From an optimization exercise on the open Yosys and OpenROAD flow, aimed at a short achievable clock period and few clock cycles; shortcuts taken in it are not production practice. The RTL was checked by simulation tests, not by an equivalence proof against the original design. Power figures rest on the tool's default switching activity, not on a simulated workload.

--- flow/flow/run.sh ---
#!/bin/bash
set -euo pipefail
MARGIN=${MARGIN:-6.5}
bash standard.sh SETUP_SLACK_MARGIN=$MARGIN finish > standard_make.log 2>&1
--- flow/constraint.sdc ---
create_clock -name core_clock -period 11.0 [get_ports {clk}]
set_input_delay 2.2000 -clock core_clock [delete_from_list [all_inputs] [get_ports {clk}]]
set_output_delay 2.2000 -clock core_clock [all_outputs]
set_load 0.01 [all_outputs]
--- flow/config.mk ---
export PLATFORM = sky130hd
export DESIGN_NAME = Muliti_CPU
export DESIGN_NICKNAME = Muliti_CPU
export VERILOG_FILES = /design/flow/design.v
export SDC_FILE = /design/flow/constraint.sdc
export NUM_CORES = 4
export LEC_CHECK = 0
export ABC_CLOCK_PERIOD_IN_PS = 2500
export CAP_MARGIN = 20
export CORE_MARGIN = 2
export CORE_UTILIZATION = 30
export PLACE_DENSITY = 0.5
export SLEW_MARGIN = 20
--- flow/standard.sh ---
#!/bin/bash
# synth_recipe.tcl (not shown) runs the flow's synth.tcl, then flattens the netlist and writes it again
# the make line also repeats each setting of config.mk as NAME=value (left out here)
make -C /OpenROAD-flow-scripts/flow DESIGN_CONFIG=/design/flow/config.mk WORK_HOME=/design/flow/orfs CLKGATE_MAP_FILE= SYNTH_SCRIPT=/design/flow/synth_recipe.tcl "${@:-finish}"
--- flow/design.v ---
`timescale 1ns / 1ps
module Muliti_CPU (
	input clk,
	input reset,
	input MIO_ready,
	input [31:0] Data_in,
	output mem_w,
	output CPU_MIO,
	output [31:0] Addr_out,
	output [31:0] Data_out );
	reg [31:0] addr_q;
	reg        memw_q;
	reg [31:0] dout_q;
	reg        mode_mem;     
	reg [31:0] pc_f;         
	reg        ld_en;        
	reg [4:0]  ld_rd;
	assign Addr_out = addr_q;
	assign mem_w    = memw_q;
	assign Data_out = dout_q;
	assign CPU_MIO  = 1'b1;
	reg        rv;
	reg [31:0] ir;
	reg [31:0] pcr;          
	reg [31:0] pcr4;         
	reg        r_pt;         
	reg        r_pret;       
	reg [31:0] r_ptgt;       
	reg        bt_v   [0:7];
	reg [26:0] bt_tag [0:7];
	reg [29:0] bt_tgt [0:7];
	reg [31:0] link_q;       
	reg        bu_set, bu_clr;    
	reg [2:0]  bu_idx;
	reg [26:0] bu_tag;
	reg [29:0] bu_tgt;
	reg        xv;
	reg [31:0] A, B, O2;     
	reg [4:0]  x_rs, x_rt;
	reg        x_o2reg;      
	reg [31:0] pcx4;
	reg [31:0] btgt;
	reg [15:0] x_imm;
	reg        x_add, x_sub, x_and, x_or, x_xor, x_nor, x_sltu, x_srl, x_lui, x_jal;
	reg        x_we;         
	reg [4:0]  x_dst;
	reg        x_lw, x_sw;
	reg        x_br, x_bne, x_pred;    
	reg        x_jr;                   
	reg        x_jrp;                  
	reg [31:0] x_ptgt;                 
	reg [2:0]  x_bidx;                 
	reg [31:0] R [1:31];
	integer i;
	wire [31:0] sum  = A + O2;
	wire [32:0] diff = {1'b0, A} + {1'b0, ~O2} + 33'd1;
	reg [31:0] xres;
	always @* begin
		xres = 32'b0;
		if (x_add)  xres = xres | sum;
		if (x_sub)  xres = xres | diff[31:0];
		if (x_and)  xres = xres | (A & O2);
		if (x_or)   xres = xres | (A | O2);
		if (x_xor)  xres = xres | (A ^ O2);
		if (x_nor)  xres = xres | ~(A | O2);
		if (x_sltu) xres = xres | {31'b0, ~diff[32]};
		if (x_srl)  xres = xres | {1'b0, B[31:1]};
		if (x_lui)  xres = xres | {x_imm, 16'b0};
		if (x_jal)  xres = xres | pcx4;
	end
	wire x_act   = xv && !mode_mem;
	wire x_wr    = x_act && x_we;
	wire x_eq    = (A == B);
	wire x_taken = x_bne ? ~x_eq : x_eq;
	wire x_bad   = x_br && (x_taken != x_pred);
	wire x_rbad  = x_jrp && (A != x_ptgt);
	wire x_redir = x_act && (x_bad || x_jr || x_rbad);
	wire [31:0] x_tgt = (x_jr | x_jrp) ? sum : (x_taken ? btgt : pcx4);
	wire x_mem   = x_act && (x_lw || x_sw);
	wire [5:0] op  = ir[31:26];
	wire [5:0] fn  = ir[5:0];
	wire [4:0] rs  = ir[25:21];
	wire [4:0] rt  = ir[20:16];
	wire [4:0] rd  = ir[15:11];
	wire r_r     = (op == 6'h00);
	wire r_jr    = r_r && (fn == 6'h08);
	wire r_lw    = (op == 6'h23);
	wire r_sw    = (op == 6'h2B);
	wire r_beq   = (op == 6'h04);
	wire r_bne   = (op == 6'h05);
	wire r_jal   = (op == 6'h03);
	wire r_addi  = (op == 6'h08);
	wire r_andi  = (op == 6'h0C);
	wire r_ori   = (op == 6'h0D);
	wire r_xori  = (op == 6'h0E);
	wire r_sltiu = (op == 6'h0B);
	wire r_lui   = (op == 6'h0F);
	wire r_br    = r_beq | r_bne;
	wire f_sub  = r_r && (fn == 6'h22);
	wire f_and  = r_r && (fn == 6'h24);
	wire f_or   = r_r && (fn == 6'h25);
	wire f_xor  = r_r && (fn == 6'h26);
	wire f_nor  = r_r && (fn == 6'h27);
	wire f_sltu = r_r && (fn == 6'h2B);
	wire f_srl  = r_r && (fn == 6'h02);
	wire d_and  = f_and | r_andi;
	wire d_or   = f_or | r_ori;
	wire d_xor  = f_xor | r_xori;
	wire d_sltu = f_sltu | r_sltiu;
	wire d_add  = ~(f_sub | d_and | d_or | d_xor | f_nor | d_sltu | f_srl | r_lui | r_jal);
	wire       r_wr_rd = r_r && !r_jr;
	wire       r_wr_rt = r_addi | r_andi | r_ori | r_xori | r_sltiu | r_lui;
	wire [4:0] r_dst   = r_jal ? 5'd31 : (r_wr_rd ? rd : rt);
	wire       r_we    = (r_wr_rd | r_wr_rt | r_jal) && (r_dst != 5'd0);
	wire [31:0] imm32 = {{16{ir[15]}}, ir[15:0]};
	wire [31:0] rA = (rs == 5'd0) ? 32'b0 : R[rs];
	wire [31:0] rB = (rt == 5'd0) ? 32'b0 : R[rt];
	wire hitA = x_wr && (x_dst == rs);
	wire hitB = x_wr && (x_dst == rt);
	wire [31:0] A_next = hitA ? xres : rA;
	wire [31:0] B_next = hitB ? xres : rB;
	wire ldA  = x_act && x_lw && (x_dst == rs) && (rs != 5'd0);
	wire r_sp     = r_br && !r_pt && ir[15];                  
	wire r_predt  = r_br && (r_pt | ir[15]);                  
	wire r_jrgo   = r_jr && !r_pret && (rt == 5'd0) && !ldA;   
	wire [31:0] r_btgt = pcr4 + {imm32[29:0], 2'b00};
	wire r_act    = rv && !mode_mem && !x_redir;
	wire r_go_t   = r_sp;                                      
	wire r_go_n   = r_pt && !r_br && !r_jr;                    
	wire r_redir  = r_act && (r_go_t || r_go_n || r_jrgo);
	wire [31:0] r_tgt = r_jrgo ? A_next : (r_go_t ? r_btgt : pcr4);
	wire [31:0] w    = Data_in;
	wire [5:0]  wop  = w[31:26];
	wire [31:0] pcf4 = addr_q + 32'd4;
	wire        w_j  = (wop == 6'h02) | (wop == 6'h03);
	wire        w_jal = (wop == 6'h03);
	wire        w_ret = (wop == 6'h00) && (w[5:0] == 6'h08) && (w[25:21] == 5'd31) && (w[20:16] == 5'd0);
	wire [2:0]  f_idx = addr_q[4:2];
	wire        f_hit = bt_v[f_idx] && (bt_tag[f_idx] == addr_q[31:5]);
	wire [31:0] f_next = w_j ? {pcf4[31:28], w[25:0], 2'b00} :
	                     w_ret ? link_q :
	                     f_hit ? {bt_tgt[f_idx], 2'b00} : pcf4;
	wire [31:0] next_fetch = x_redir ? x_tgt : (r_redir ? r_tgt : f_next);
	always @(posedge clk or posedge reset) begin
		if (reset) begin
			addr_q   <= 32'b0;
			memw_q   <= 1'b0;
			dout_q   <= 32'b0;
			mode_mem <= 1'b0;
			pc_f     <= 32'b0;
			ld_en    <= 1'b0;
			ld_rd    <= 5'b0;
			rv       <= 1'b0;
			ir       <= 32'b0;
			pcr      <= 32'b0;
			pcr4     <= 32'b0;
			r_pt     <= 1'b0;
			r_pret   <= 1'b0;
			r_ptgt   <= 32'b0;
			link_q   <= 32'b0;
			xv       <= 1'b0;
			A        <= 32'b0;
			B        <= 32'b0;
			O2       <= 32'b0;
			x_rs     <= 5'b0;
			x_rt     <= 5'b0;
			x_o2reg  <= 1'b0;
			pcx4     <= 32'b0;
			btgt     <= 32'b0;
			x_imm    <= 16'b0;
			x_add    <= 1'b0;
			x_sub    <= 1'b0;
			x_and    <= 1'b0;
			x_or     <= 1'b0;
			x_xor    <= 1'b0;
			x_nor    <= 1'b0;
			x_sltu   <= 1'b0;
			x_srl    <= 1'b0;
			x_lui    <= 1'b0;
			x_jal    <= 1'b0;
			x_we     <= 1'b0;
			x_dst    <= 5'b0;
			x_lw     <= 1'b0;
			x_sw     <= 1'b0;
			x_br     <= 1'b0;
			x_bne    <= 1'b0;
			x_pred   <= 1'b0;
			x_jr     <= 1'b0;
			x_jrp    <= 1'b0;
			x_ptgt   <= 32'b0;
			x_bidx   <= 3'b0;
		end else if (MIO_ready) begin
			if (mode_mem) begin
				mode_mem <= 1'b0;
				memw_q   <= 1'b0;
				addr_q   <= pc_f;
				if (ld_en && ld_rd != 5'd0) begin
					if (ld_rd == x_rs) A <= Data_in;
					if (ld_rd == x_rt) B <= Data_in;
					if (ld_rd == x_rt && x_o2reg) O2 <= Data_in;
				end
			end else begin
				if (x_mem) begin
					mode_mem <= 1'b1;
					addr_q   <= sum;
					memw_q   <= x_sw;
					dout_q   <= B;
					ld_en    <= x_lw;
					ld_rd    <= x_dst;
					pc_f     <= next_fetch;
				end else begin
					addr_q   <= next_fetch;
				end
				rv   <= !(x_redir || r_redir);
				ir   <= w;
				pcr  <= addr_q;
				pcr4 <= pcf4;
				r_pt   <= f_hit && !w_j && !w_ret;
				r_pret <= w_ret;
				r_ptgt <= link_q;
				if (w_jal && !(x_redir || r_redir)) link_q <= pcf4;
				xv      <= rv && !x_redir;
				A       <= A_next;
				B       <= B_next;
				O2      <= r_r ? B_next : imm32;
				x_rs    <= rs;
				x_rt    <= rt;
				x_o2reg <= r_r;
				pcx4    <= pcr4;
				btgt    <= r_btgt;
				x_imm   <= ir[15:0];
				x_add   <= d_add;
				x_sub   <= f_sub;
				x_and   <= d_and;
				x_or    <= d_or;
				x_xor   <= d_xor;
				x_nor   <= f_nor;
				x_sltu  <= d_sltu;
				x_srl   <= f_srl;
				x_lui   <= r_lui;
				x_jal   <= r_jal;
				x_we    <= r_we;
				x_dst   <= r_lw ? rt : r_dst;
				x_lw    <= r_lw;
				x_sw    <= r_sw;
				x_br    <= r_br;
				x_bne   <= r_bne;
				x_pred  <= r_predt;
				x_jr    <= r_jr && !r_jrgo && !r_pret;
				x_jrp   <= r_jr && r_pret;
				x_ptgt  <= r_ptgt;
				x_bidx  <= pcr[4:2];
			end
		end
	end
	always @(posedge clk or posedge reset) begin
		if (reset) begin
			for (i = 1; i < 32; i = i + 1) R[i] <= 32'b0;
		end else if (MIO_ready) begin
			if (mode_mem) begin
				if (ld_en && ld_rd != 5'd0) R[ld_rd] <= Data_in;
			end else if (x_wr) begin
				R[x_dst] <= xres;
			end
		end
	end
	always @(posedge clk or posedge reset) begin
		if (reset) begin
			for (i = 0; i < 8; i = i + 1) begin
				bt_v[i]   <= 1'b0;
				bt_tag[i] <= 27'b0;
				bt_tgt[i] <= 30'b0;
			end
			bu_set <= 1'b0;
			bu_clr <= 1'b0;
			bu_idx <= 3'b0;
			bu_tag <= 27'b0;
			bu_tgt <= 30'b0;
		end else begin
			if (bu_set) begin
				bt_v[bu_idx]   <= 1'b1;
				bt_tag[bu_idx] <= bu_tag;
				bt_tgt[bu_idx] <= bu_tgt;
			end else if (bu_clr) begin
				bt_v[bu_idx]   <= 1'b0;
			end
			bu_set <= 1'b0;
			bu_clr <= 1'b0;
			if (MIO_ready && !mode_mem) begin
				if (x_act && x_br) begin
					bu_clr <= x_bad && !x_taken;
					bu_idx <= x_bidx;
				end else begin
					bu_set <= r_act && r_go_t;
					bu_clr <= r_act && r_go_n;
					bu_idx <= pcr[4:2];
					bu_tag <= pcr[31:5];
					bu_tgt <= r_btgt[31:2];
				end
			end
		end
	end
endmodule
==> run summary <==
## logic make-up after synthesis
kind of cell    synth area share [%]
compound gates                  22.0
simple gates                    14.5
flops                           49.3
buf+inv                         4.02
mux                             6.99
xor+xnor                        1.58
fa+ha+maj                       1.66
other cells                  0.00364
## cell usage in the layout (no fill, tap or decap), types with 47 or more instances in the layout
| master | instances |
|---|---|
| a211oi_1 | 71 |
| a21oi_1 | 337 |
| a221oi_1 | 66 |
| a222oi_1 | 116 |
| a22o_1 | 63 |
| a22oi_1 | 885 |
| a31oi_1 | 65 |
| and3_1 | 59 |
| buf_4 | 334 |
| clkbuf_1 | 47 |
| clkbuf_16 | 236 |
| clkbuf_8 | 58 |
| clkdlybuf4s50_1 | 87 |
| dfrtp_1 | 1986 |
| diode_2 | 56 |
| ha_1 | 103 |
| inv_1 | 138 |
| mux2_2 | 558 |
| mux2i_1 | 83 |
| nand2_1 | 2220 |
| nand2b_1 | 60 |
| nand3_1 | 174 |
| nand4_1 | 150 |
| nor2_1 | 344 |
| nor2_4 | 55 |
| nor3_1 | 99 |
| nor4_1 | 47 |
| o21ai_0 | 1391 |
| xnor2_1 | 97 |
| xor2_1 | 75 |
## how the worst min path moves through the flow
stage,from,to,slack [ns]
floorplan,r_ptgt[0]$_DFFE_PP0P_,x_ptgt[0]$_DFFE_PP0P_,0.44
global placement,r_ptgt[22]$_DFFE_PP0P_,x_ptgt[22]$_DFFE_PP0P_,0.45
detailed placement,r_ptgt[22]$_DFFE_PP0P_,x_ptgt[22]$_DFFE_PP0P_,0.46
CTS,pcr[22]$_DFFE_PP0P_,bu_tag[17]$_DFFE_PP0P_,0.47
global route,pcr[22]$_DFFE_PP0P_,bu_tag[17]$_DFFE_PP0P_,0.48
finish,pcr[22]$_DFFE_PP0P_,bu_tag[17]$_DFFE_PP0P_,0.47
## per-layer routing
metal / vias up / routed length (um)
li1: 39800 / -
met1: 49200 / 213000
met2: 7161 / 229000
met3: 2095 / 72400
met4: 40 / 45400
met5: - / 1040
## stage by stage
stage	cells	hold slack, ns	worst slack [ns]	total power, W	utilization [%]
floorplan	11100	0.439	-19.34	0.0127	-
global placement	15100	0.448	4.81	0.0158	32.1
detailed placement	15100	0.459	4.81	0.0159	32.1
CTS	15600	0.470	6.40	0.0245	35.0
global route	15700	0.483	6.36	0.0256	35.4
finish	15700	0.469	6.32	0.0249	35.5
## cell usage after synthesis (23+ instances only)
master / instances
mux2_2: 559
a31oi_1: 71
mux2i_1: 87
and2_1: 26
and3_1: 60
a211oi_1: 79
nor3_1: 112
a21oi_1: 369
inv_1: 145
a21o_1: 37
a222oi_1: 116
a22oi_1: 886
o22ai_1: 25
or3_1: 31
nor2b_1: 25
nor4_1: 61
clkbuf_1: 758
nand2b_1: 62
o31ai_1: 32
nand3_1: 208
xnor2_1: 104
dfrtp_1: 2027
ha_1: 132
a221oi_1: 74
buf_1: 114
nor2_1: 403
nand2_1: 2230
o21ai_0: 1441
o211ai_1: 42
buf_2: 33
a22o_1: 63
xor2_1: 79
o211a_1: 23
nand4_1: 150
## repair_timing
item,in CTS,in global routing
gates cloned,15,8
resized for setup,305,165
buffers inserted,67,49
setup endpoints to repair,1185,831
pin swaps,47,31
## power groups by stage
stage | logic [W] | clock network (W) | registers (W)
after floorplan | 0.00336 | 0 | 0.00937
after global placement | 0.00587 | 0 | 0.00989
after detailed placement | 0.00592 | 0 | 0.00994
after CTS | 0.00632 | 0.00834 | 0.00980
after global routing | 0.00706 | 0.00863 | 0.00994
final | 0.00678 | 0.00830 | 0.00985
## worst max-delay path: stages (launching register included)
cell and delay (ns):
dfrtp_1 0.39, buf_6 0.23, or3b_2 0.64, nor2_4 0.68
buf_4 0.52, buf_4 0.45, a22oi_1 0.16, nand2_1 0.08
nor3_1 0.06, a21oi_1 0.81, a21oi_1 0.22, o211a_1 0.30
a21oi_1 0.11
## cell type report
type,instances,area [sq um],area share [%]
Antenna cell,56,140,0.116
Clock buffer,337,6790,5.60
Clock inverter,79,1180,0.973
Inverter,152,594,0.490
Multi-Input combinational cell,7982,50900,41.9
Sequential cell,2027,50800,41.9
Tap cell,4557,5700,4.70
Timing Repair Buffer,539,5250,4.32
==> Flow_metrics.wiki <==
{| class="wikitable"
! Metric !! Value
|-
| Highest net fanout along the worst path || 29
|-
| Instance count of the mapped netlist || 11100
|-
| Clock slew at the register clock pins of the worst setup and hold paths || 0.06 ns
|-
| Maximum count of clock buffers along a single path || 4
|-
| Final Max Slew Viols || 6
|-
| Post-synthesis cell type count || between 100 and 150
|-
| Final Cell Area || 121000 sq um
|-
| Max-cap violations || 3
|-
| Floorplan die area || 348000 sq um
|-
| Post-detailed-placement half-perimeter wirelength || roughly 340000 um
|-
| Number of nets in the finished design || between 10000 and 15000
|-
| Via total after detailed routing || between 90000 and 100k
|-
| Wire length after detailed routing || 561000 um
|-
| Worst setup SP type || flop
|-
| Clock share of power || 33.3%
|-
| Height of the die || 590 um
|-
| Root Driver || clkbuf_16
|-
| DR vias/cell || ~6.2
|-
| Crit path capture type || flop
|-
| Detailed Routing Iterations Pass 1 || 10
|-
| Total global routing overflow || 0
|-
| Vias in the first global route || 92200
|-
| Int Power || roughly 0.015 W
|-
| Number of clock sinks || 2027
|-
| Period utilisation layout || 42.6%
|-
| Biggest area contributors in the synthesized netlist || dfrtp_1 49%, nand2_1 8.1%, o21ai_0 7.0%
|-
| Signed area change from the synthesized netlist to the final layout || 17.8%
|-
| Antenna violations before repair || 50
|-
| Placement-stage cell area || roughly 110000 sq um
|-
| GRT met3 Usage || 11.0%
|-
| Boundary pin count || 101
|-
| Sequential element share of the synthesized area || 49.3%
|-
| R2R setup slack || 6.32 ns
|-
| Layout cells sized above 1 || 16.5%
|-
| Leakage dissipation || 52.8 nW
|-
| Time the final worst path needs with I/O delays and setup || 4.68 ns
|-
| Depth of the most critical reg-to-reg path || 12
|-
| First-pass GRT wire length || approximately 760000 um
|-
| Switching part of the total power || 38.2%
|-
| Total clock buffers created by CTS || 230
|-
| Routability congestion estimate || 0.987
|-
| RR Startpoint || ir[16]$_DFFE_PP0P_
|-
| Routed wire per std cell || 35.7 um
|-
| Area fraction of the dominant cell type after synthesis || roughly half
|-
| Capture point of the worst path || O2[31]$_DFFE_PP0P_
|-
| Slew of the pin with the lowest slew margin || roughly 1.9 ns
|-
| Number of flip-flops under the largest register name || 992
|-
| Number of H-tree levels || 4
|-
| Clock Skew || 0.116 ns
|-
| Maximum number of pins on one net before global-route repair || 166
|-
| Maximum VDD drop || roughly 0.17 mV
|-
| GR Layer Usage met2 || 44.2%
|-
| Filler instances || 34600
|-
| Hold Path Class || flop to flop
|-
| FF+latch count, synth || 2027
|-
| Largest registers ranked by flip-flop count || R x992, bt_tgt x240, bt_tag x216
|-
| Yosys warnings || 5
|-
| TritonCTS clock tree || done
|-
| Worst setup path startpoint || ir[16]$_DFFE_PP0P_
|-
| Total power divided by cell area || a little over 200 nW/um^2
|-
| Placement row count || 215
|-
| Reg-to-reg endpoint || O2[31]$_DFFE_PP0P_
|-
| Most used DFF post-synth || dfrtp_1
|-
| Signal arrival time at the worst endpoint || 5.59 ns
|-
| Final setup violation count || 0
|-
| Unrepaired setup endpoints after global routing || true
|-
| Drt drc || 0
|-
| TNS Setup || 0 ns
|-
| Post-synthesis cell type with the largest combined area || dfrtp_1
|-
| Tightest slew margin relative to the limit || -25.6%
|-
| Hold Path Depth || 1
|-
| Overall track demand over capacity in global routing || 30.9%
|-
| Hold buffers post-CTS || 0
|-
| Number of enable flip-flop cells after synthesis || 0
|-
| Core Box Area || 342000 sq um
|-
| Die span in x || 590 um
|-
| Detailed Route Iter0 Violations || about 16000
|-
| Critical Path RT || ~12 ns
|-
| Clock latency reported for the late side of the worst-skew pair || 1.00 ns
|-
| Asr flop ratio synth || 100%
|-
| Initial Utilization || 30.1%
|-
| Run status || complete, but fails checks
|-
| Gr busiest metal || met2
|-
| Post-route antenna net violation count || 0
|-
| Synthesized net count || roughly 11000
|-
| Fraction of power consumed by sequential logic || 39.5%
|-
| Post-synthesis average cell area || 9.31 sq um
|-
| Number of hold-slack violations in the final timing report || 0
|-
| Met1 track demand over resource || between 30 and 40%
|-
| Net load switching power || 0.00953 W
|-
| Worst setup path category || flop to flop
|-
| Maximum clock frequency || 0.214 GHz
|-
| Post-Syn Area || 103000 sq um
|-
| Violated Checks || capacitance limit, slew limit
|-
| Portion of total power attributed to combinational logic || 27.2%
|-
| I/O Buffers || 99
|-
| Reg with most FFs || R
|}
Testbench counts, summed over its fixed seeds: cycles 71,633.

[separate check: timing with driven ports]
No port has a modelled driver above. Below, the same layout with a new extraction and two added sets of constraints. Step 1 sets driving cells, clkbuf_16 on the clock port and buf_2 on the other inputs (assumed; they add their load-dependent delay and slew). Step 2 adds t to the input delays and takes it off the output delays; t is the mean of the earliest and latest rising clock arrival at the registers after step 1. Input paths then give back, and output paths get back, about the clock's delay inside the block. Slacks: ideal ports / drivers / drivers and shift; pairs: ideal ports / drivers.
t (ns): 1.042
setup WS [ns]: 6.318 / 6.318 / 5.479
worst slew at a driven data input, ns: 0.30
pins driven straight from the clock port: 1
For this run, drivers alone change the setup slack by 0.000 ns; drivers and shift together by -0.839 ns.
